What follows belongs to an exercise in optimizing a design on an open flow for small area; a production flow would make more cautious choices.
The RTL was checked by simulation tests, not by an equivalence proof against the original design.
No run shown here takes its clock network from TritonCTS; it comes from the design's own scripts or RTL.
The flow treats the clock pin as an ideal source. Dropping or thinning the clock tree relies on that and would not hold on a real chip.
Power figures rest on the tool's default switching activity, not on a simulated workload.

## flow/flow/area.abc

```
strash
&get -n
&fraig -x
&put
scorr
dc2
strash
&get -n
&dch -f
&nf -R 1000
&put
strash
&get -n
&dch -f
&nf -R 1000
&put
```

## flow/standard.sh

```bash
#!/bin/bash
# synth_recipe.tcl (not shown) runs the flow's synth.tcl, then flattens the netlist and writes it again
# the make line also repeats each setting of config.mk as NAME=value (left out here)
make -C /OpenROAD-flow-scripts/flow DESIGN_CONFIG=/design/flow/config.mk WORK_HOME=/design/flow/orfs CLKGATE_MAP_FILE= SYNTH_SCRIPT=/design/flow/synth_recipe.tcl "${@:-finish}"
```

## flow/flow/post_cts.tcl

```tcl
# Sourced by ORFS's cts.tcl after clock_tree_synthesis (POST_CTS_TCL): replaces
# the H-tree by three large leaf buffers driven by the clock port, each driving
# one cluster of flip-flops, then legalizes the new buffers.
source [file join [file dirname [info script]] tree.tcl]
rebuild_clock_tree 3 sky130_fd_sc_hd__clkbuf_16
detailed_placement
check_placement -verbose
estimate_parasitics -placement
report_clock_skew
```

## flow/design.v

```verilog
`timescale 1ns / 1ps
module Car_Alarm_System_S (
input Brake_depressed_switch , Hidden_switch , Ignition_switch , Driver_door , Passenger_door ,Clock, System_reset,
output Fuel_pump_power , Siren , Status_indicator
);
  wire rst, ig, brk, hid, dd, pd;
  Debouncer D1 (Clock, System_reset, rst);
  Debouncer D2 (Clock, Ignition_switch, ig);
  Debouncer D3 (Clock, Brake_depressed_switch, brk);
  Debouncer D4 (Clock, Hidden_switch, hid);
  Debouncer D5 (Clock, Driver_door, dd);
  Debouncer D6 (Clock, Passenger_door, pd);
  reg fp_q;
  assign Fuel_pump_power = ~rst & ig & ((brk & hid) | fp_q);
  always @(posedge Clock) fp_q <= Fuel_pump_power;
  localparam Armed = 3'b000, Triggered = 3'b010, Sound_Alarm = 3'b011, Disarmed = 3'b001, Ignition_off = 3'b101, Door_open = 3'b110, Door_close = 3'b100, Alarm_on = 3'b111;
  reg [2:0] state, next_state;
  reg [1:0] cls;
  reg start, drv;
  reg expired;
  wire tick;
  wire door = dd | pd;
  always @(*) begin
    case (state)
      Armed:        next_state = ig ? Disarmed : door ? Triggered : Armed;
      Triggered:    next_state = ig ? Disarmed : expired ? Sound_Alarm : Triggered;
      Sound_Alarm:  next_state = (~door | ig) ? Alarm_on : Sound_Alarm;
      Alarm_on:     next_state = ~expired ? Alarm_on : ~door ? Armed : ig ? Disarmed : Alarm_on;
      Disarmed:     next_state = ig ? Disarmed : Ignition_off;
      Ignition_off: next_state = dd ? Door_open : Ignition_off;
      Door_open:    next_state = ~door ? Door_close : Door_open;
      default:      next_state = expired ? Armed : door ? Door_open : Door_close;
    endcase
  end
  always @(posedge Clock) begin
    state <= rst ? Armed : next_state;
    case (state)
      Armed:                 cls <= 2'b01;
      Triggered:             cls <= 2'b10;
      Sound_Alarm, Alarm_on: cls <= 2'b11;
      default:               cls <= 2'b00;
    endcase
    start <= (state == Armed & ~ig & door) | (state == Sound_Alarm & (~door | ig)) |
             (state == Door_open & ~door);
    drv <= dd;
  end
  assign Siren = cls[1] & cls[0];
  reg [3:0] counter;
  wire [3:0] value = (cls == 2'b01) ? (drv ? 4'd2 : 4'd15) : cls[1] ? 4'd10 : 4'd6;
  always @(posedge Clock) begin
    if (rst)
      counter <= 4'd0;
    else if (start)
      counter <= value;
    else if (tick && counter != 4'd0)
      counter <= counter - 1'b1;
    expired <= ~rst & ~start & tick & (counter == 4'd1);
  end
  TickDivider TD (Clock, rst | start, tick);
  reg led;
  assign Status_indicator = led;
  always @(posedge Clock)
    if (rst)
      led <= 1'b0;
    else if (tick)
      led <= cls[1] | (cls[0] & ~led);
endmodule
module Debouncer (input clock, I, output reg O);
  reg [10:0] r;
  reg IReg;
  wire diff = IReg ^ I;
  wire at_end = (r[10:1] == 10'b0101010101);
  always @(posedge clock) begin
    IReg <= I;
    if (diff)
      r <= 11'b01010100111;
    else
      r <= {~r[9:0], r[10] ^ r[8]};
    if (!diff && at_end)
      O <= IReg;
  end
endmodule
module TickDivider (input clk, rst, output tick);
  reg [13:0] q;
  wire z = (q[12:0] == 13'b1010101010101);
  assign tick = z & ~q[13];
  always @(posedge clk)
    if (rst)
      q <= 14'b01010101010100;
    else
      q <= {~q[12:0], q[13] ^ q[4] ^ q[2] ^ q[0] ^ z};
endmodule
```

## flow/constraint.sdc

```tcl
create_clock -name core_clock -period 10.0 [get_ports {Clock}]
set_input_delay 2.0000 -clock core_clock [delete_from_list [all_inputs] [get_ports {Clock}]]
set_output_delay 2.0000 -clock core_clock [all_outputs]
set_load 0.01 [all_outputs]
```

## flow/config.mk

```make
export PLATFORM = sky130hd
export DESIGN_NAME = Car_Alarm_System_S
export DESIGN_NICKNAME = Car_Alarm_System_S
export VERILOG_FILES = /design/flow/design.v
export SDC_FILE = /design/flow/constraint.sdc
export NUM_CORES = 4
export LEC_CHECK = 0
export CAP_MARGIN = 20
export CORE_MARGIN = 2
export CORE_UTILIZATION = 70
export SLEW_MARGIN = 20
```

## flow/flow/tree.tcl

```tcl
# Rebuild the clock tree: the clock port drives a few leaf buffers directly,
# each leaf buffer drives one cluster of flip-flops (k-means on position).
proc rebuild_clock_tree {nleaf leafcell} {
  set block [ord::get_db_block]
  set db [ord::get_db]
  set clk [$block findNet Clock]
  set sinks {}
  set bufs {}
  set todo [list $clk]
  while {[llength $todo]} {
    set net [lindex $todo 0]
    set todo [lrange $todo 1 end]
    foreach it [$net getITerms] {
      if {![$it isInputSignal] && [$it getIoType] ne "INPUT"} { continue }
      set inst [$it getInst]
      set m [[$inst getMaster] getName]
      if {[string match "*clkbuf*" $m] || [string match "*clkinv*" $m] || [string match "*buf_*" $m]} {
        lappend bufs $inst
        foreach o [$inst getITerms] {
          if {[$o getIoType] eq "OUTPUT" && [$o getNet] ne "NULL"} { lappend todo [$o getNet] }
        }
      } else {
        lappend sinks $it
      }
    }
  }
  set oldnets {}
  foreach it $sinks { $it disconnect }
  foreach inst $bufs {
    foreach o [$inst getITerms] {
      if {[$o getIoType] eq "OUTPUT" && [$o getNet] ne "NULL"} { lappend oldnets [$o getNet] }
    }
    odb::dbInst_destroy $inst
  }
  foreach n $oldnets { if {[llength [$n getITerms]] == 0} { odb::dbNet_destroy $n } }
  # positions
  set pts {}
  foreach it $sinks {
    set b [[$it getInst] getBBox]
    lappend pts [list [expr {([$b xMin]+[$b xMax])/2.0}] [expr {([$b yMin]+[$b yMax])/2.0}]]
  }
  # k-means, initial centres spread along sorted x then y
  set n [llength $pts]
  set cs {}
  for {set k 0} {$k < $nleaf} {incr k} {
    lappend cs [lindex $pts [expr {int(($k + 0.5) * $n / $nleaf)}]]
  }
  for {set iter 0} {$iter < 30} {incr iter} {
    set asg {}
    foreach p $pts {
      set best 0; set bd 1e30
      for {set k 0} {$k < $nleaf} {incr k} {
        set c [lindex $cs $k]
        set d [expr {abs([lindex $p 0]-[lindex $c 0]) + abs([lindex $p 1]-[lindex $c 1])}]
        if {$d < $bd} { set bd $d; set best $k }
      }
      lappend asg $best
    }
    set ncs {}
    for {set k 0} {$k < $nleaf} {incr k} {
      set sx 0; set sy 0; set cnt 0
      foreach p $pts a $asg { if {$a == $k} { set sx [expr {$sx+[lindex $p 0]}]; set sy [expr {$sy+[lindex $p 1]}]; incr cnt } }
      if {$cnt} { lappend ncs [list [expr {$sx/$cnt}] [expr {$sy/$cnt}]] } else { lappend ncs [lindex $cs $k] }
    }
    set cs $ncs
  }
  set master [$db findMaster $leafcell]
  for {set k 0} {$k < $nleaf} {incr k} {
    set inst [odb::dbInst_create $block $master "clkleaf_$k"]
    set net [odb::dbNet_create $block "clknet_leaf_$k"]
    $net setSigType CLOCK
    [$inst findITerm A] connect $clk
    [$inst findITerm X] connect $net
    set c [lindex $cs $k]
    $inst setLocation [expr {int([lindex $c 0])}] [expr {int([lindex $c 1])}]
    $inst setPlacementStatus PLACED
    foreach it $sinks a $asg { if {$a == $k} { $it connect $net } }
    puts "clock leaf $k: [llength [$net getITerms]] pins"
  }
}
```

## flow/flow/run.sh

```bash
#!/bin/bash
set -euo pipefail
WORK="$PWD"
RES="$WORK/orfs/results/${FLOW_PLATFORM}/Car_Alarm_System_S/base"
export CTS_ARGS="-sink_clustering_enable -repair_clock_nets -dont_use_dummy_load -buf_list sky130_fd_sc_hd__clkbuf_8 -root_buf sky130_fd_sc_hd__clkbuf_8"
export BUFFER_PORTS_ARGS="-buffer_cell sky130_fd_sc_hd__buf_1"
export POST_CTS_TCL="$WORK/flow/post_cts.tcl"

bash standard.sh synth > standard_synth.log 2>&1

cp "$RES/1_2_yosys.v" "$WORK/standard_1_2_yosys.v"
LIB="$FLOW_HOME/platforms/${FLOW_PLATFORM}/lib/sky130_fd_sc_hd__tt_025C_1v80.lib" \
NETLIST_IN="$WORK/standard_1_2_yosys.v" NETLIST_OUT="$WORK/remapped.v" \
ABC_SCRIPT="$WORK/flow/area.abc" \
  "$FLOW_HOME/../tools/install/yosys/bin/yosys" -c "$WORK/flow/remap.tcl" > remap.log 2>&1
cp "$WORK/remapped.v" "$RES/1_2_yosys.v"
rm -f "$RES/1_synth.odb" "$RES/1_synth.sdc"

bash standard.sh finish > standard_finish.log 2>&1
```

## flow/flow/remap.tcl

```tcl
# Re-maps the combinational logic of the standard synthesis netlist for
# area. The flip-flops are kept as they are (same instances, names and cells):
# their cell modules are kept as hierarchy, so only the logic between them is
# flattened and given to ABC.
yosys -import
set lib $::env(LIB)
set top $::env(FLOW_TOP)
read_liberty -ignore_miss_func $lib
read_verilog $::env(NETLIST_IN)
hierarchy -top $top
setattr -mod -set keep_hierarchy 1 sky130_fd_sc_hd__dfxtp_1 sky130_fd_sc_hd__edfxtp_1
flatten
opt_clean
abc -liberty $lib -dont_use sky130_fd_sc_hd__lpflow* -dont_use sky130_fd_sc_hd__probe* -script $::env(ABC_SCRIPT)
opt_clean -purge
hilomap -singleton -hicell sky130_fd_sc_hd__conb_1 HI -locell sky130_fd_sc_hd__conb_1 LO
splitnets
opt_clean -purge
tee -o $::env(NETLIST_OUT).stat stat -liberty $lib
select $top
write_verilog -noattr -nohex -nodec -selected $::env(NETLIST_OUT)
```

==> summary.txt, run 1 <==
Outcome
  • Status: complete, no violations

Finish
  • Ant diodes: 0
  • Final net count: 327
  • FILL cells: 281
  • Multi-input logic area: 1000 sq um
  • Share of post-route cells with drive strength above 1: 0.943%
  • Synth-to-layout area growth: 5.44%
  • Register area: 2180 sq um

Setup path
  • Top delay family on crit path: flip-flops
  • Slowest CP cell: edfxtp_1
  • Sequence of cells on the critical path: nor3_1 -> buf_1
  • Required @ worst endpoint: 8.00 ns
  • Startpoint Class: flip-flop
  • CP endpoint kind: output port
  • Data arrival, critical path: 1.23 ns
  • Worst path bufs/invs: 1
  • CP peak stage delay: 0.57 ns
  • Worst-path fanout max: 11
  • CP Class: flip-flop to output port

Timing
  • Achievable Freq: 310 MHz
  • Worst slew pin tran: 0.619 ns
  • Min Clock Period, post-route: 3.23 ns
  • Final period utilization: 32.3%
  • Fin. Hold Viols: 0
  • Final Skew: 0.0116 ns
  • Worst Setup Slack, final: 6.77 ns
  • Hold_ws: 0.376 ns
  • Setup TNS Final: 0 ns
  • RSZ-0062 raised after global routing: false
  • Slew HR: 58.6%
  • Final Setup Violations: 0
  • Max-slew violation count: 0

Routing
  • Residual DRC: 0
  • DRT antenna net count: 0
  • Via/cell ratio: 5.42
  • Drt wl/cell: 12.4 um
  • Vias: 2004
  • Drt total wl: 4.59 mm
  • First-pass iteration count of the detailed router: 4
  • DRT iter0 DRCs: 94

Worst hold path
  • Worst min path class: flip-flop to flip-flop

Clock network
  • Clk slew on worst S/H paths: 0.12 ns
  • Sink Count: 106
  • Clk Latency, worst-skew pair: 0.17 ns

GRT
  • First-pass GRT wire length: 8.01 mm
  • Pin count of the biggest net entering global routing: 38
  • GRT overflow: 0
  • Initial antenna violation count: 0
  • Vias in the first global route: 1899
  • GRT Total Usage: 19.4%

Placement
  • GPL Wtd Cong: 0.791
  • DP Worst Slack: 6.84 ns
  • HPWL after detailed placement: 3.22 mm
  • Port buffer count: 9

Power and ir drop
  • Max VDD drop: 0.127 mV
  • LEAKAGE: 1.33 nW
  • Pwr Total: 0.649 mW
  • PD cells: 193 nW/um^2

Logic synthesis
  • Synth warnings: 3
  • Mapped Area: 3200 sq um
  • Syn Nets: 313
  • Post-synthesis average cell area: 10.5 sq um
  • Cells after synthesis: 306

Floorplanning
  • I/O pin count: 10
  • Core ar.: 4380 sq um
  • Die Wd: 71.6 um
  • DIE AREA: 5130 sq um
  • DIE HEIGHT: 71.6 um
  • Initial Utilization: 72.9%
  • Rows: 24

Job
  • # Max-Cap Violations: 0
-- layer usage --
| layer | share of wire, % | wire length [um] | global-route usage (%) | vias to the layer above |
|---|---|---|---|---|
| met5 | 0 | 0 | 0 | - |
| met4 | 1.3 | 60 | 5.45 | 0 |
| met3 | 3.0 | 137 | 3.52 | 6 |
| met2 | 46 | 2120 | 32.9 | 35 |
| met1 | 49 | 2270 | 25.7 | 920 |
| li1 | - | - | - | 1043 |
-- power by group --
group / switching [mW] / total (mW) / internal (mW)
sequential: 0.0135 / 0.465 / 0.452
combinational: 0.0199 / 0.0335 / 0.0136
clock: 0.0946 / 0.151 / 0.0561
total: 0.128 / 0.649 / 0.521
-- registers in the layout, indices dropped and copies added, names as in the netlist, 2 cells and up --
| name | flops |
|---|---|
| TD.q | 14 |
| D1.r | 11 |
| D2.r | 11 |
| D3.r | 11 |
| D4.r | 11 |
| D5.r | 11 |
| D6.r | 11 |
| counter | 4 |
| state | 3 |
| cls | 2 |
-- layout by cell type, fill, tap and decap left out, types with 2 or more instances in the layout --
| master | count |
|---|---|
| a211oi_1 | 4 |
| a21oi_1 | 8 |
| a31oi_1 | 3 |
| and2_0 | 3 |
| and3_1 | 3 |
| buf_1 | 9 |
| clkbuf_16 | 3 |
| clkinv_1 | 3 |
| dfxtp_1 | 100 |
| edfxtp_1 | 6 |
| nand2_1 | 56 |
| nand2b_1 | 2 |
| nand4_1 | 3 |
| nand4b_1 | 7 |
| nor2_1 | 57 |
| nor3_1 | 9 |
| nor4_1 | 4 |
| o21ai_0 | 5 |
| o22ai_1 | 2 |
| or2_0 | 2 |
| xnor2_1 | 13 |
| xor2_1 | 6 |
-- stage by stage --
stage                     instance area (sq um)  util [%]  instances
after floorplan                            3200         -        306
after global placement                     3300      75.2        367
after detailed placement                   3300      75.2        367
after global routing                       3370      76.9        370
final                                      3370      76.9        370
-- layout make-up --
| class | instances | share of cell area [%] |
|---|---|---|
| multi-input combinational | 197 | 29.8 |
| sequential | 106 | 64.7 |
| inverter | 3 | 0.334 |
| tap | 52 | 1.93 |
| buffer | 3 | 2.23 |
| timing repair buffer | 9 | 1.00 |
-- worst paths after layout --
kind | slack, ns | depth (start not counted) | start | to
max | 6.77 | 2 | D1.O$_DFFE_PP_ | Fuel_pump_power
min reg2reg | 0.38 | 1 | D2.r[0]$_SDFF_PN1_ | D2.r[1]$_SDFF_PN1_
min | 0.38 | 1 | D2.r[0]$_SDFF_PN1_ | D2.r[1]$_SDFF_PN1_
max reg2reg | 8.20 | 6 | TD.q[1]$_SDFF_PP0_ | counter[2]$_SDFFE_PP0P_
==> run 2, diff against run 1 <==
--- a/flow/design.v
+++ b/flow/design.v
@@ -15,3 +15,3 @@
   always @(posedge Clock) fp_q <= Fuel_pump_power;
-  localparam Armed = 3'b000, Triggered = 3'b010, Sound_Alarm = 3'b011, Disarmed = 3'b001, Ignition_off = 3'b101, Door_open = 3'b110, Door_close = 3'b100, Alarm_on = 3'b111;
+  localparam Armed = 3'b000, Triggered = 3'b111, Sound_Alarm = 3'b100, Disarmed = 3'b010, Ignition_off = 3'b011, Door_open = 3'b001, Door_close = 3'b101, Alarm_on = 3'b110;
   reg [2:0] state, next_state;
@@ -67,3 +67,3 @@
 endmodule
-module Debouncer (input clock, I, output reg O);
+module Debouncer (input clock, I, output O);
   reg [10:0] r;
@@ -71,3 +71,5 @@
   wire diff = IReg ^ I;
-  wire at_end = (r[10:1] == 10'b0101010101);
+  wire z = (r[9:0] == 10'b1010101010);
+  wire settled = z & ~r[10];
+  assign O = settled ? IReg : ~IReg;
   always @(posedge clock) begin
@@ -75,7 +77,5 @@
     if (diff)
-      r <= 11'b01010100111;
+      r <= settled ? 11'b11010101100 : 11'b01010101010;
     else
-      r <= {~r[9:0], r[10] ^ r[8]};
-    if (!diff && at_end)
-      O <= IReg;
+      r <= {~r[9:0], ~z & (r[10] ^ r[8])};
   end
==> flow/flow/post_cts.tcl (replaced) <==
# Sourced by ORFS's cts.tcl after clock_tree_synthesis (POST_CTS_TCL): replaces
# the H-tree by three large leaf buffers driven by the clock port, each driving
# one cluster of equal size, then legalizes the new buffers.
source [file join [file dirname [info script]] tree.tcl]
rebuild_clock_tree [lrepeat 3 sky130_fd_sc_hd__clkbuf_16]
detailed_placement
check_placement -verbose
estimate_parasitics -placement
report_clock_skew
--- a/flow/flow/tree.tcl
+++ b/flow/flow/tree.tcl
@@ -2,3 +2,5 @@
 # each leaf buffer drives one cluster of flip-flops (k-means on position).
-proc rebuild_clock_tree {nleaf leafcell} {
+# leafcells lists the leaf buffer cells; the largest cluster gets the first.
+proc rebuild_clock_tree {leafcells} {
+  set nleaf [llength $leafcells]
   set block [ord::get_db_block]
@@ -47,12 +49,22 @@
   }
+  # k-means with equal cluster sizes (at most ceil(n/nleaf) flip-flops each):
+  # each round assigns the closest (flip-flop, centre) pairs first
+  set cap [expr {($n + $nleaf - 1) / $nleaf}]
   for {set iter 0} {$iter < 30} {incr iter} {
-    set asg {}
+    set pairs {}
+    set i 0
     foreach p $pts {
-      set best 0; set bd 1e30
       for {set k 0} {$k < $nleaf} {incr k} {
         set c [lindex $cs $k]
-        set d [expr {abs([lindex $p 0]-[lindex $c 0]) + abs([lindex $p 1]-[lindex $c 1])}]
-        if {$d < $bd} { set bd $d; set best $k }
+        lappend pairs [list [expr {abs([lindex $p 0]-[lindex $c 0]) + abs([lindex $p 1]-[lindex $c 1])}] $i $k]
       }
-      lappend asg $best
+      incr i
+    }
+    set asg [lrepeat $n -1]
+    set fill [lrepeat $nleaf 0]
+    foreach pr [lsort -real -index 0 $pairs] {
+      lassign $pr d i k
+      if {[lindex $asg $i] >= 0 || [lindex $fill $k] >= $cap} { continue }
+      lset asg $i $k
+      lset fill $k [expr {[lindex $fill $k] + 1}]
     }
@@ -66,4 +78,14 @@
   }
-  set master [$db findMaster $leafcell]
+  # the largest clusters get the first (strongest) cells of the list
+  set sizes {}
   for {set k 0} {$k < $nleaf} {incr k} {
+    set cnt 0
+    foreach a $asg { if {$a == $k} { incr cnt } }
+    lappend sizes [list $k $cnt]
+  }
+  set order {}
+  foreach kc [lsort -integer -decreasing -index 1 $sizes] { lappend order [lindex $kc 0] }
+  for {set j 0} {$j < $nleaf} {incr j} {
+    set k [lindex $order $j]
+    set master [$db findMaster [lindex $leafcells $j]]
     set inst [odb::dbInst_create $block $master "clkleaf_$k"]
==> run 2 against run 1 <==
Still clean. Clock power barely moved. Cell count grew 1.4%. Global-route usage rose by 0.67 points. Critical path type unchanged.
==> summary.txt, run 2 <==
Setup path
  • Register-to-register setup slack: 7.68 ns (-0.52 ns)
  • RR Endpoint: expired$_DFF_P_
  • Worst path bufs/invs: 1 (unchanged)
  • CP endpoint kind: output port
  • Sequence of cells on the critical path: nor3_1 -> nand2_1 -> nor4_1 -> nand3_1 -> nor2_1 -> xnor2_1 -> nor3_1 -> buf_1
  • CP peak stage delay: 0.36 ns (-0.21 ns)
  • CP Class: flip-flop to output port
  • Most used cell, CP: nor3_1
  • Worst-path fanout max: 11 (unchanged)
  • Data arrival, critical path: 2.11 ns (+0.88 ns)
  • Startpoint Class: flip-flop
  • Top delay family on crit path: simple AND/OR/NAND/NOR gates
  • Slowest CP cell: dfxtp_1
  • Worst R2R Start: D1.r[8]$_SDFF_PN0_
  • Required @ worst endpoint: 8.00 ns (about the same)
  • Reg2Reg Depth: 8 (+2)

Worst hold path
  • Worst Hold End: D6.r[3]$_SDFF_PN1_
  • HP Start: D6.r[2]$_DFF_P_
  • Worst min path class: flip-flop to flip-flop
  • Worst hold stages: 1 (unchanged)

Clock network
  • Clk Latency, worst-skew pair: 0.17 ns (about the same)
  • Clk slew on worst S/H paths: 0.12 ns (about the same)
  • Sink Count: 100 (-5.7%)

Timing
  • Worst slew pin tran: 0.823 ns (+0.205 ns)
  • Slew HR: 44.7% (-14 points)
  • RSZ-0062 raised after global routing: false
  • Final period utilization: 41.1% (+8.8 points)
  • Final Setup Violations: 0 (unchanged)
  • Hold_ws: 0.391 ns (+0.0142 ns)
  • Achievable Freq: 243 MHz (-21%)
  • Final Skew: 0.00832 ns (-0.00331 ns)
  • Max-slew violation count: 0 (unchanged)
  • Setup TNS Final: 0 ns (unchanged)
  • Min Clock Period, post-route: 4.11 ns (+0.881 ns)
  • Fin. Hold Viols: 0 (unchanged)

Finish
  • Ant diodes: 0 (unchanged)
  • Max FFs per register: 14 (unchanged)
  • Most frequent cells in the layout: dfxtp_1, nand2_1, nor2_1, o21ai_0, xor2_1
  • Finished Core Util: 76.6% (-0.35 points)
  • Multi-input logic area: 1120 sq um (+12%)
  • FILL cells: 289 (+2.8%)
  • Final net count: 332 (+1.5%)
  • Final instance area: 3310 sq um (-1.8%)
  • Synth-to-layout area growth: 5.54%
  • Most common cell after layout, fill and taps aside: dfxtp_1
  • Share of post-route cells with drive strength above 1: 0.929% (-0.015 points)
  • Largest Register: TD.q
  • Register area: 2000 sq um (-8.3%)

Placement
  • Port buffer count: 9 (unchanged)
  • GPL Wtd Cong: 0.853 (+7.8%)
  • HPWL after detailed placement: 3.39 mm (+5.3%)
  • Placed instance area: 3240 sq um (-1.9%)

Floorplanning
  • Core ar.: 4320 sq um (-1.4%)
  • Initial Utilization: 72.5% (-0.40 points)
  • DIE AREA: 5030 sq um (-1.8%)
  • I/O pin count: 10 (unchanged)
  • DIE HEIGHT: 70.9 um (-0.91%)
  • Die Wd: 70.9 um (-0.91%)
  • Rows: 24 (unchanged)

Logic synthesis
  • Syn Nets: 318 (+1.6%)
  • Synth warnings: 3 (unchanged)
  • Mapped Area: 3140 sq um (-1.9%)
  • Cells after synthesis: 311 (+1.6%)
  • Post-synthesis average cell area: 10.1 sq um (-3.5%)

Routing
  • Vias: 2079 (+3.7%)
  • Drt total wl: 4.84 mm (+5.4%)
  • Via/cell ratio: 5.54 (+2.4%)
  • First-pass iteration count of the detailed router: 4 (unchanged)
  • DRT antenna net count: 0 (unchanged)
  • Drt wl/cell: 12.9 um (+4.0%)
  • Residual DRC: 0 (unchanged)
  • DRT iter0 DRCs: 91 (-3.2%)

GRT
  • GR met1 Demand/Resource: 27.5% (+1.8 points)
  • GRT met3 Usage: 4.13% (+0.61 points)
  • Vias in the first global route: 1958 (+3.1%)
  • GRT Total Usage: 20.1% (+0.67 points)
  • Pin count of the biggest net entering global routing: 35 (-7.9%)
  • First-pass GRT wire length: 8.31 mm (+3.7%)
  • Initial antenna violation count: 0 (unchanged)
  • GRT overflow: 0 (unchanged)
  • Top Usage Layer GRT: met2
  • M2 GR Usage: 33.0% (+0.10 points)

Job
  • # Max-Cap Violations: 0 (unchanged)

Outcome
  • Status: complete, no violations

Power and ir drop
  • PD cells: 284 nW/um^2 (+47%)
  • LEAKAGE: 1.32 nW (-0.15%)
  • Pwr Total: 0.940 mW (+45%)
  • Max VDD drop: 0.160 mV (+26%)
## run 2: per-layer routing
layer	vias up	routed length, um
met2	41	2240
met1	955	2360
met5	-	0
li1	1077	-
met4	0	53
met3	6	183
## run 2: worst max path at each step
| stage | start | slack [ns] | end | cells past startpoint |
|---|---|---|---|---|
| after global routing | D1.r[8]$_SDFF_PN0_ | 5.70 | Fuel_pump_power | 8 |
| final | D1.r[8]$_SDFF_PN0_ | 5.89 | Fuel_pump_power | 8 |
| after global placement | D2.r[4]$_SDFF_PN0_ | 6.23 | Fuel_pump_power | 7 |
| after floorplan | D4.r[2]$_DFF_P_ | 6.43 | Fuel_pump_power | 7 |
| after detailed placement | D1.r[8]$_SDFF_PN0_ | 6.09 | Fuel_pump_power | 8 |
## run 2: cell type report
cell class                      count  area share, %
Tap cell                           52           1.97
Multi-Input combinational cell    208           33.9
Buffer                              3           2.27
Timing Repair Buffer                9           1.02
Inverter                            3          0.340
Sequential cell                   100           60.5
## run 2: per-stage QoR
stage               setup WS (ns)  cells
floorplan                    6.43    311
global placement             6.23    372
detailed placement           6.09    372
global route                 5.70    375
finish                       5.89    375
## run 2: worst register-to-register path: stages, from the launching register on
cell and delay [ns]:
dfxtp_1 0.36, nor3_1 0.19, nand2_1 0.08, nor4_1 0.18, nand3_1 0.14, nor2_1 0.19
xnor2_1 0.40, or2_0 0.51, nor3_1 0.15
## run 2: power breakdown
group | internal [mW] | switching [mW]
registers | 0.477 | 0.0518
logic | 0.105 | 0.156
clock network | 0.0561 | 0.0937
total | 0.639 | 0.301
==> run 3, diff against run 2 <==
--- a/flow/flow/area.abc
+++ b/flow/flow/area.abc
@@ -3,5 +3,4 @@
 &fraig -x
+&deepsyn -T 120
 &put
-scorr
-dc2
 strash
==> run 3 against run 2 <==
Sequential share of layout area up 0.16 points. Power up 0.98%. Fmax up 2.1%. Worst setup slack better by 0.085 ns. Critical path depth unchanged. Sequential power about the same. Clock skew down 0.0036 ns. Synthesized cell count up 0.96%. Critical endpoint unchanged. Register-to-register slack better by 0.11 ns. Area after synthesis down 0.28%. Utilization down 0.20 points. Largest power group unchanged. Clock power about the same.
==> summary.txt, run 3 <==
Floorplanning
  • DIE AREA: 5020 sq um (-0.27%)
  • Die Wd: 70.8 um (-0.13%)
  • Rows: 24 (unchanged)
  • Initial Utilization: 72.3% (-0.20 points)
  • I/O pin count: 10 (unchanged)
  • Core ar.: 4320 sq um (unchanged)
  • DIE HEIGHT: 70.8 um (-0.13%)

Clock network
  • Clk slew on worst S/H paths: 0.11 ns (about the same)
  • Sink Count: 100 (unchanged)
  • Clk Latency, worst-skew pair: 0.17 ns (about the same)

Placement
  • Placed insts: 375 (+0.81%)
  • GPL Wtd Cong: 0.835 (-2.1%)
  • Port buffer count: 9 (unchanged)
  • HPWL after detailed placement: 3.61 mm (+6.4%)

Logic synthesis
  • Mapped Area: 3130 sq um (-0.28%)
  • Syn Nets: 321 (+0.94%)
  • Synth warnings: 3 (unchanged)
  • Cells after synthesis: 314 (+0.96%)
  • Post-synthesis average cell area: 9.96 sq um (-1.2%)

Finish
  • Ant diodes: 0 (unchanged)
  • Largest Register: TD.q
  • Max FFs per register: 14 (unchanged)
  • Final net count: 335 (+0.90%)
  • Synth-to-layout area growth: 5.56% (about the same)
  • Post-route insts no fill: 378 (+0.80%)
  • FILL cells: 307 (+6.2%)
  • Most frequent cells in the layout: dfxtp_1, nor2_1, nand2_1, o21ai_0, xnor2_1
  • Most common cell after layout, fill and taps aside: dfxtp_1
  • Share of post-route cells with drive strength above 1: 0.920% (-0.0085 points)

GRT
  • GRT Total Usage: 20.8% (+0.70 points)
  • Vias in the first global route: 1994 (+1.8%)
  • Pin count of the biggest net entering global routing: 35 (unchanged)
  • First-pass GRT wire length: 8.52 mm (+2.6%)
  • Initial antenna violation count: 0 (unchanged)
  • GRT overflow: 0 (unchanged)

Timing
  • Achievable Freq: 248 MHz (+2.1%)
  • Setup TNS Final: 0 ns (unchanged)
  • RSZ-0062 raised after global routing: false
  • Final period utilization: 40.2% (-0.85 points)
  • Final Setup Violations: 0 (unchanged)
  • Slew HR: 49.0% (+4.2 points)
  • Hold_ws: 0.391 ns (+0.0000370 ns)
  • Min Clock Period, post-route: 4.02 ns (-0.0849 ns)
  • Fin. Hold Viols: 0 (unchanged)
  • Max-slew violation count: 0 (unchanged)
  • Worst slew pin tran: 0.760 ns (-0.0631 ns)
  • Final Skew: 0.00470 ns (-0.00362 ns)

Power and ir drop
  • Clock share of power: 15.7% (-0.2 points)
  • P_sw: 0.305 mW (+1.5%)
  • Max VDD drop: 0.198 mV (+24%)
  • Seq pwr share: 55.9% (-0.4 points)
  • Pwr Total: 0.949 mW (+0.98%)
  • Net Sw Frac: 32.2% (+0.16 points)
  • Pint: 0.643 mW (+0.74%)
  • LEAKAGE: 1.31 nW (-0.80%)
  • Logic pwr share: 28.5% (+0.8 points)
  • PD cells: 287 nW/um^2 (+1.2%)

Routing
  • DRT antenna net count: 0 (unchanged)
  • First-pass iteration count of the detailed router: 4 (unchanged)
  • Drt wl/cell: 13.0 um (+0.60%)
  • Vias: 2107 (+1.3%)
  • Drt total wl: 4.91 mm (+1.4%)
  • Residual DRC: 0 (unchanged)
  • DRT iter0 DRCs: 90 (-1.1%)
  • Via/cell ratio: 5.57 (+0.54%)

Setup path
  • Startpoint Class: flip-flop
  • CP endpoint kind: output port
  • Required @ worst endpoint: 8.00 ns (about the same)
  • Worst-path fanout max: 4 (-7)
  • CP Class: flip-flop to output port
  • Data arrival, critical path: 2.02 ns (-0.09 ns)

Outcome
  • Status: complete, no violations

Worst hold path
  • Worst min path class: flip-flop to flip-flop

Job
  • # Max-Cap Violations: 0 (unchanged)
-- run 3: changes by cell type in the layout (fill, tap and decap cells not counted), sizes merged, moves of 2 or more --
| cell | change |
|---|---|
| nand3 | +4 |
| nor2 | +8 |
| and3 | -3 |
| a21oi | -3 |
| xor2 | -4 |
| nor2b | -2 |
| nor3 | -4 |
| nand4 | +3 |
-- run 3: power groups by stage --
stage                     logic (mW)  registers [mW]  clock network [mW]
after floorplan                0.215           0.525                   0
after global placement         0.260           0.535                   0
after detailed placement       0.270           0.537                   0
after global routing           0.313           0.539               0.162
final                          0.270           0.530               0.149
-- run 3: metal layers --
layer  wire, um  track usage [%]
met5          0                0
met4         68             6.08
met3        151             2.71
met2       2370             36.2
met1       2320             27.3
-- run 3: area by class of cell --
| cell class | count | area [sq um] | area share (%) |
|---|---|---|---|
| Inverter | 3 | 11.3 | 0.341 |
| Buffer | 3 | 75.1 | 2.27 |
| Sequential cell | 100 | 2000 | 60.6 |
| Multi-Input combinational cell | 211 | 1110 | 33.8 |
| Tap cell | 52 | 65.1 | 1.97 |
| Timing Repair Buffer | 9 | 33.8 | 1.02 |
-- run 3: critical path, cell delays in order, from the launching register on --
cell and delay (ns):
dfxtp_1 0.33, nor2_1 0.09, nand3_1 0.08, or4_1 0.48, nor2_1 0.16, xnor2_1 0.22, o21ai_0 0.14, nor2_1 0.18
buf_1 0.17
-- run 3: worst paths after layout --
path,end,depth (start not counted),slack (ns),start
worst max-delay path,Fuel_pump_power,8,5.98,D2.r[4]$_SDFF_PN0_
worst max register to register,state[1]$_SDFF_PP0_,9,7.79,D1.r[4]$_SDFF_PN0_
worst min-delay path,D1.r[5]$_SDFF_PN1_,1,0.39,D1.r[4]$_SDFF_PN0_
worst min register to register,D1.r[5]$_SDFF_PN1_,1,0.39,D1.r[4]$_SDFF_PN0_
-- run 3: metrics by stage --
step                      area [sq um]  setup WS [ns]  utilization, %
after floorplan                   3130           6.44               -
after global placement            3230           6.21            74.6
after detailed placement          3230           6.19            74.6
after global routing              3300           5.78            76.4
final                             3300           5.98            76.4
==> run 4, diff against run 3 <==
--- a/flow/design.v
+++ b/flow/design.v
@@ -15,6 +15,6 @@
   always @(posedge Clock) fp_q <= Fuel_pump_power;
-  localparam Armed = 3'b000, Triggered = 3'b111, Sound_Alarm = 3'b100, Disarmed = 3'b010, Ignition_off = 3'b011, Door_open = 3'b001, Door_close = 3'b101, Alarm_on = 3'b110;
+  localparam Armed = 3'b000, Triggered = 3'b001, Sound_Alarm = 3'b011, Disarmed = 3'b100, Ignition_off = 3'b101, Door_open = 3'b111, Door_close = 3'b110, Alarm_on = 3'b010;
   reg [2:0] state, next_state;
   reg [1:0] cls;
-  reg start, drv;
+  reg start;
   reg expired;
@@ -22,2 +22,12 @@
   wire door = dd | pd;
+  wire load = (state == Armed & ~ig & door) | (state == Sound_Alarm & (~door | ig)) |
+              (state == Door_open & ~door);
+  reg [3:0] value;
+  always @(*) begin
+    case (state)
+      Armed:       value = dd ? 4'b0110 : 4'b1010;
+      Sound_Alarm: value = 4'b1110;
+      default:     value = 4'b0010;
+    endcase
+  end
   always @(*) begin
@@ -42,5 +52,3 @@
     endcase
-    start <= (state == Armed & ~ig & door) | (state == Sound_Alarm & (~door | ig)) |
-             (state == Door_open & ~door);
-    drv <= dd;
+    start <= load;
   end
@@ -48,11 +56,13 @@
   reg [3:0] counter;
-  wire [3:0] value = (cls == 2'b01) ? (drv ? 4'd2 : 4'd15) : cls[1] ? 4'd10 : 4'd6;
+  wire at_end = (counter == 4'b1101);
   always @(posedge Clock) begin
-    if (rst)
+    if (load)
+      counter <= value;
+    else if (rst)
       counter <= 4'd0;
     else if (start)
-      counter <= value;
-    else if (tick && counter != 4'd0)
-      counter <= counter - 1'b1;
-    expired <= ~rst & ~start & tick & (counter == 4'd1);
+      counter <= counter;
+    else if (tick)
+      counter <= at_end ? 4'd0 : {counter[2:0], counter[3] ^ counter[2]};
+    expired <= ~rst & ~start & tick & at_end;
   end
==> flow/flow/run.sh (replaced) <==
#!/bin/bash
set -euo pipefail
WORK="$PWD"
RES="$WORK/orfs/results/${FLOW_PLATFORM}/Car_Alarm_System_S/base"
YOSYS="$FLOW_HOME/../tools/install/yosys/bin/yosys"
export CTS_ARGS="-sink_clustering_enable -repair_clock_nets -dont_use_dummy_load -buf_list sky130_fd_sc_hd__clkbuf_8 -root_buf sky130_fd_sc_hd__clkbuf_8"
export BUFFER_PORTS_ARGS="-buffer_cell sky130_fd_sc_hd__buf_1"
export POST_CTS_TCL="$WORK/flow/post_cts.tcl"

bash standard.sh synth > standard_synth.log 2>&1

cp "$RES/1_2_yosys.v" "$WORK/standard_1_2_yosys.v"
export LIB="$FLOW_HOME/platforms/${FLOW_PLATFORM}/lib/sky130_fd_sc_hd__tt_025C_1v80.lib"
export NETLIST_IN="$WORK/standard_1_2_yosys.v"
for s in 0 1 2 3; do
  sed "s/SEED/$s/" "$WORK/flow/area.abc" > "$WORK/area_$s.abc"
  NETLIST_OUT="$WORK/remapped_$s.v" ABC_SCRIPT="$WORK/area_$s.abc" \
    "$YOSYS" -c "$WORK/flow/remap.tcl" > "remap_$s.log" 2>&1 &
done
wait
best=""
best_area=""
for s in 0 1 2 3; do
  a=$(grep "Chip area for module '\\\\${FLOW_TOP}'" "$WORK/remapped_$s.v.stat" | tail -1 | awk '{print $NF}') || continue
  [[ -n "$a" ]] || continue
  if [[ -z "$best" ]] || awk -v a="$a" -v b="$best_area" 'BEGIN{exit !(a < b)}'; then
    best=$s; best_area=$a
  fi
done
echo "remap: kept seed $best, area $best_area" > remap_choice.log
cp "$WORK/remapped_$best.v" "$RES/1_2_yosys.v"
rm -f "$RES/1_synth.odb" "$RES/1_synth.sdc"

bash standard.sh finish > standard_finish.log 2>&1
--- a/flow/flow/area.abc
+++ b/flow/flow/area.abc
@@ -3,3 +3,3 @@
 &fraig -x
-&deepsyn -T 120
+&deepsyn -T 120 -S SEED
 &put
==> run 4 against run 3 <==
Cell area decreased by 1.3%. Critical path depth down 1. Fmax shrank 1.4%. Worst hold slack barely moved. Clock skew increased by 0.0034 ns. Via count is 6.6% lower. Still clean on timing, DRC and antenna. Synthesized cell count shrank 4.8%. Largest cell class unchanged. Cell count is 4.0% lower. Clock power barely moved. Power down 14%. Utilization shrank 0.49 points.
==> summary.txt, run 4 <==
Timing
  • Fin. Hold Viols: 0 (unchanged)
  • Min Clock Period, post-route: 4.08 ns (+0.0574 ns)
  • Final period utilization: 40.8% (+0.57 points)
  • Final Skew: 0.00812 ns (+0.00342 ns)
  • Achievable Freq: 245 MHz (-1.4%)
  • Final Setup Violations: 0 (unchanged)
  • RSZ-0062 raised after global routing: false
  • Setup TNS Final: 0 ns (unchanged)
  • Max-slew violation count: 0 (unchanged)
  • Slew HR: 56.8% (+7.8 points)
  • Worst slew pin tran: 0.644 ns (-0.116 ns)

GRT
  • Pin count of the biggest net entering global routing: 34 (-2.9%)
  • First-pass GRT wire length: 8.14 mm (-4.4%)
  • Initial antenna violation count: 0 (unchanged)
  • GRT Total Usage: 19.9% (-0.93 points)
  • Vias in the first global route: 1916 (-3.9%)
  • GRT overflow: 0 (unchanged)

Power and ir drop
  • LEAKAGE: 1.28 nW (-2.4%)
  • Max VDD drop: 0.165 mV (-17%)
  • PD cells: 252 nW/um^2 (-12%)

Finish
  • Final net count: 320 (-4.5%)
  • Post-route insts no fill: 363 (-4.0%)
  • Ant diodes: 0 (unchanged)
  • Synth-to-layout area growth: 5.64% (about the same)
  • Multi-input logic area: 1050 sq um (-5.7%)
  • Share of post-route cells with drive strength above 1: 0.965% (+0.044 points)
  • Register area: 2020 sq um (+1.0%)
  • FILL cells: 305 (-0.65%)
  • Most common cell after layout, fill and taps aside: dfxtp_1
  • Largest Register: TD.q
  • Max FFs per register: 14 (unchanged)
  • Finished Core Util: 75.9% (-0.49 points)
  • Most frequent cells in the layout: dfxtp_1, nor2_1, nand2_1, a21oi_1, xnor2_1

Floorplanning
  • Core ar.: 4290 sq um (-0.69%)
  • DIE HEIGHT: 70.4 um (-0.66%)
  • I/O pin count: 10 (unchanged)
  • Rows: 24 (unchanged)
  • DIE AREA: 4950 sq um (-1.3%)
  • Die Wd: 70.4 um (-0.66%)
  • Initial Utilization: 71.8% (-0.51 points)

Setup path
  • Required @ worst endpoint: 8.00 ns (about the same)
  • CP Class: flip-flop to output port
  • CP endpoint kind: output port
  • Data arrival, critical path: 2.08 ns (+0.06 ns)
  • Worst-path fanout max: 5 (+1)
  • Startpoint Class: flip-flop

Routing
  • DRT antenna net count: 0 (unchanged)
  • DRT iter0 DRCs: 77 (-14%)
  • Residual DRC: 0 (unchanged)
  • Via/cell ratio: 5.42 (-2.8%)
  • Drt wl/cell: 12.7 um (-2.2%)
  • Vias: 1967 (-6.6%)
  • Drt total wl: 4.61 mm (-6.0%)
  • First-pass iteration count of the detailed router: 5 (+1)

Outcome
  • Status: complete, no violations

Logic synthesis
  • Mapped Area: 3080 sq um (-1.4%)
  • Post-synthesis average cell area: 10.3 sq um (+3.5%)
  • Cells after synthesis: 299 (-4.8%)
  • Syn Nets: 306 (-4.7%)
  • Synth warnings: 3 (unchanged)

Clock network
  • Clk slew on worst S/H paths: 0.11 ns (about the same)
  • Clk Latency, worst-skew pair: 0.17 ns (about the same)
  • Sink Count: 99 (-1.0%)

Placement
  • Port buffer count: 9 (unchanged)
  • HPWL after detailed placement: 3.28 mm (-9.1%)
  • GPL Wtd Cong: 0.764 (-8.5%)
  • Placed insts: 360 (-4.0%)

Job
  • # Max-Cap Violations: 0 (unchanged)

Worst hold path
  • Worst min path class: flip-flop to flip-flop
## run 4: worst paths after layout
check,cells after the start,slack [ns],start,to
min reg2reg,1,0.39,D6.r[6]$_SDFF_PN0_,D6.r[7]$_SDFF_PN1_
min,1,0.39,D6.r[6]$_SDFF_PN0_,D6.r[7]$_SDFF_PN1_
max,7,5.92,D2.r[4]$_SDFF_PN0_,Fuel_pump_power
max reg2reg,11,7.02,D2.r[4]$_SDFF_PN0_,counter[0]$_SDFFCE_PP0P_
## run 4: area by class of cell
| class | instances | share of cell area, % |
|---|---|---|
| sequential | 99 | 62.1 |
| tap | 52 | 2.00 |
| buffer | 3 | 2.30 |
| timing repair buffer | 9 | 1.04 |
| inverter | 3 | 0.346 |
| multi-input combinational | 197 | 32.3 |
## run 4: report_power, final
part           internal [mW]  switching, mW
clock                 0.0559         0.0912
sequential             0.465         0.0404
combinational         0.0694         0.0988
total                  0.590          0.230
## run 4: metrics by stage
step / power [mW] / hold slack, ns / worst slack, ns / instance area, sq um
3_3_place_gp: 0.675 / 0.360 / 6.24 / 3180
3_5_place_dp: 0.680 / 0.364 / 6.14 / 3180
2_1_floorplan: 0.638 / 0.353 / 6.43 / 3080
5_1_grt: 0.868 / 0.402 / 5.75 / 3260
6_report: 0.820 / 0.391 / 5.92 / 3260
## run 4: per-layer routing
layer	up-vias	wire [um]	GRT usage (%)
met3	6	122	3.17
met2	33	2110	32.6
met5	-	0	0
li1	1031	-	-
met1	897	2320	27.4
met4	0	51	5.34
## run 4: worst max-delay path: stages (launching register included)
cell	delay, ns
dfxtp_1	0.34
nor2_1	0.10
nand3_1	0.09
or4_1	0.49
nor2_1	0.17
xor2_1	0.40
nor3_1	0.15
buf_1	0.16
==> run 5, diff against run 4 <==
--- a/flow/design.v
+++ b/flow/design.v
@@ -47,6 +47,6 @@
     case (state)
-      Armed:                 cls <= 2'b01;
-      Triggered:             cls <= 2'b10;
-      Sound_Alarm, Alarm_on: cls <= 2'b11;
-      default:               cls <= 2'b00;
+      Armed:                 cls <= 2'b11;
+      Triggered:             cls <= 2'b01;
+      Sound_Alarm, Alarm_on: cls <= 2'b00;
+      default:               cls <= 2'b10;
     endcase
@@ -54,3 +54,3 @@
   end
-  assign Siren = cls[1] & cls[0];
+  assign Siren = ~(cls[1] | cls[0]);
   reg [3:0] counter;
@@ -75,3 +75,3 @@
     else if (tick)
-      led <= cls[1] | (cls[0] & ~led);
+      led <= ~cls[1] | (cls[0] & ~led);
 endmodule
--- a/flow/flow/remap.tcl
+++ b/flow/flow/remap.tcl
@@ -3,3 +3,3 @@
 # their cell modules are kept as hierarchy, so only the logic between them is
-# flattened and given to ABC.
+# flattened and given to ABC (run on the top module only).
 yosys -import
@@ -13,3 +13,3 @@
 opt_clean
-abc -liberty $lib -dont_use sky130_fd_sc_hd__lpflow* -dont_use sky130_fd_sc_hd__probe* -script $::env(ABC_SCRIPT)
+abc -liberty $lib -dont_use sky130_fd_sc_hd__lpflow* -dont_use sky130_fd_sc_hd__probe* -script $::env(ABC_SCRIPT) $top
 opt_clean -purge
==> run 5 against run 4 <==
Sequential power up 3%. Via count up 0.66%. Utilization about the same. Cell area about the same. Clock power about the same. Sequential cell count unchanged. Power up 9.3%. Worst setup slack better by 0.16 ns. Wire length up 3.2%. Global-route usage up 0.84 points. Cell count down 0.28%. Die area down 0.26%. Largest power group unchanged. Highest routed layer unchanged.
==> summary.txt, run 5 <==
Setup path
  • CP endpoint kind: output port
  • CP Class: flip-flop to output port
  • Data arrival, critical path: 1.92 ns (-0.16 ns)
  • Startpoint Class: flip-flop
  • Required @ worst endpoint: 8.00 ns (about the same)
  • Worst-path fanout max: 4 (-1)

Timing
  • Fin. Hold Viols: 0 (unchanged)
  • Achievable Freq: 255 MHz (+4.1%)
  • Final Skew: 0.0119 ns (+0.00382 ns)
  • Final period utilization: 39.2% (-1.6 points)
  • Worst slew pin tran: 0.601 ns (-0.0425 ns)
  • Final Setup Violations: 0 (unchanged)
  • Setup TNS Final: 0 ns (unchanged)
  • Max-slew violation count: 0 (unchanged)
  • RSZ-0062 raised after global routing: false
  • Slew HR: 59.6% (+2.9 points)
  • Min Clock Period, post-route: 3.92 ns (-0.162 ns)

Placement
  • Port buffer count: 9 (unchanged)
  • HPWL after detailed placement: 3.43 mm (+4.6%)
  • GPL Wtd Cong: 0.803 (+5.2%)
  • Placed insts: 359 (-0.28%)

Finish
  • Most frequent cells in the layout: dfxtp_1, nor2_1, nand2_1, o21ai_0, xnor2_1
  • Post-route insts no fill: 362 (-0.28%)
  • Largest Register: TD.q
  • Synth-to-layout area growth: 5.90%
  • FILL cells: 317 (+3.9%)
  • Final net count: 319 (-0.31%)
  • Share of post-route cells with drive strength above 1: 1.29% (+0.33 points)
  • Most common cell after layout, fill and taps aside: dfxtp_1
  • Max FFs per register: 14 (unchanged)
  • Ant diodes: 0 (unchanged)

Outcome
  • Status: complete, no violations

Power and ir drop
  • PD cells: 275 nW/um^2 (+9.3%)
  • P_sw: 0.273 mW (+19%)
  • LEAKAGE: 1.25 nW (-2.8%)
  • Pint: 0.623 mW (+5.7%)
  • Logic pwr share: 25.8% (+5.3 points)
  • Seq pwr share: 58.1% (-3.5 points)
  • Clock share of power: 16.1% (-1.8 points)
  • Net Sw Frac: 30.5% (+2.4 points)
  • Max VDD drop: 0.199 mV (+21%)

Routing
  • Via/cell ratio: 5.47 (+0.94%)
  • Residual DRC: 0 (unchanged)
  • DRT iter0 DRCs: 80 (+3.9%)
  • DRT antenna net count: 0 (unchanged)
  • Drt wl/cell: 13.1 um (+3.5%)
  • First-pass iteration count of the detailed router: 6 (+1)
  • Vias: 1980 (+0.66%)
  • Drt total wl: 4.76 mm (+3.2%)

Floorplanning
  • I/O pin count: 10 (unchanged)
  • DIE HEIGHT: 70.3 um (-0.13%)
  • Initial Utilization: 71.6% (-0.20 points)
  • Core ar.: 4290 sq um (unchanged)
  • DIE AREA: 4940 sq um (-0.26%)
  • Die Wd: 70.3 um (-0.13%)
  • Rows: 24 (unchanged)

GRT
  • GRT Total Usage: 20.7% (+0.84 points)
  • First-pass GRT wire length: 8.25 mm (+1.4%)
  • GRT overflow: 0 (unchanged)
  • Initial antenna violation count: 0 (unchanged)
  • Vias in the first global route: 1892 (-1.3%)
  • Pin count of the biggest net entering global routing: 34 (unchanged)

Logic synthesis
  • Cells after synthesis: 297 (-0.67%)
  • Post-synthesis average cell area: 10.4 sq um (+0.39%)
  • Mapped Area: 3080 sq um (-0.28%)
  • Syn Nets: 304 (-0.65%)
  • Synth warnings: 3 (unchanged)

Clock network
  • Sink Count: 99 (unchanged)
  • Clk Latency, worst-skew pair: 0.17 ns (about the same)
  • Clk slew on worst S/H paths: 0.11 ns (about the same)

Worst hold path
  • Worst min path class: flip-flop to flip-flop

Job
  • # Max-Cap Violations: 0 (unchanged)
## run 5: power groups by stage
stage | logic (mW) | clock network (mW) | registers, mW
global placement | 0.224 | 0 | 0.526
floorplan | 0.178 | 0 | 0.517
detailed placement | 0.230 | 0 | 0.528
global route | 0.261 | 0.161 | 0.530
finish | 0.231 | 0.144 | 0.521
## run 5: cell type report
class	count	area, sq um	area share (%)
sequential	99	2020	62.1
multi-input combinational	195	1040	32.0
buffer	3	75.1	2.31
tap	52	65.1	2.00
timing repair buffer	10	41.3	1.27
inverter	3	11.3	0.346
## run 5: worst max-delay path, stage by stage (launching register included)
cell,delay (ns)
dfxtp_1,0.33
nor2_1,0.10
nand3_1,0.09
or4_1,0.50
nor2_1,0.16
xor2_1,0.13
nor3_1,0.24
buf_1,0.20
## run 5: final timing paths
kind | startpoint | endpoint | slack (ns) | cells after the start
worst min-delay path | D4.r[6]$_SDFF_PN0_ | D4.r[7]$_SDFF_PN1_ | 0.39 | 1
worst max register to register | D2.r[4]$_SDFF_PN0_ | counter[1]$_SDFFCE_PP1P_ | 7.51 | 10
worst min register to register | D4.r[6]$_SDFF_PN0_ | D4.r[7]$_SDFF_PN1_ | 0.39 | 1
worst max-delay path | D2.r[4]$_SDFF_PN0_ | Fuel_pump_power | 6.08 | 7
## run 5: per-layer routing
metal / global-route usage [%] / vias up / part of all wire (%) / routed length, um
li1: - / 1032 / - / -
met1: 27.7 / 924 / 48 / 2300
met2: 34.8 / 19 / 48 / 2300
met3: 3.61 / 5 / 2.4 / 115
met4: 5.77 / 0 / 0.97 / 46
met5: 0 / - / 0 / 0
## run 5: metrics by stage
step / worst slack [ns] / area, sq um / hold slack (ns) / power, mW / utilization, %
after detailed placement: 6.30 / 3180 / 0.363 / 0.758 / 74.1
after global routing: 5.85 / 3260 / 0.398 / 0.951 / 75.8
after floorplan: 6.46 / 3080 / 0.353 / 0.695 / -
final: 6.08 / 3260 / 0.389 / 0.897 / 75.8
after global placement: 6.36 / 3180 / 0.361 / 0.750 / 74.1

re-timing with driven ports:
In the flow no input, the clock included, has a driving cell. The finished layouts below were timed again as built, in two steps. Step 1 (the two cells are an assumption about what drives the block):
set clk [get_ports {Clock}]
set_driving_cell -lib_cell sky130_fd_sc_hd__clkbuf_16 $clk
set_driving_cell -lib_cell sky130_fd_sc_hd__buf_2 [delete_from_list [all_inputs] $clk]
Step 2 adds t to the input delays and takes it off the output delays; t is the mean of the earliest and latest rising clock arrival at the registers after step 1. Input paths then give back, and output paths get back, about the clock's delay inside the block. Three values: ideal, step 1, step 2; two values: the first two.
run	t, ns	slack for setup (ns)	worst setup path at the end
run 1	0.227	6.771 / 6.713 / 6.848	input to register
run 2	0.228	5.890 / 5.833 / 6.061	register to output
run 3	0.228	5.975 / 5.917 / 6.145	register to output
run 4	0.229	5.918 / 5.858 / 6.087	register to output
run 5	0.225	6.080 / 6.020 / 6.245	register to output
After both steps setup and hold are still met in every run listed.
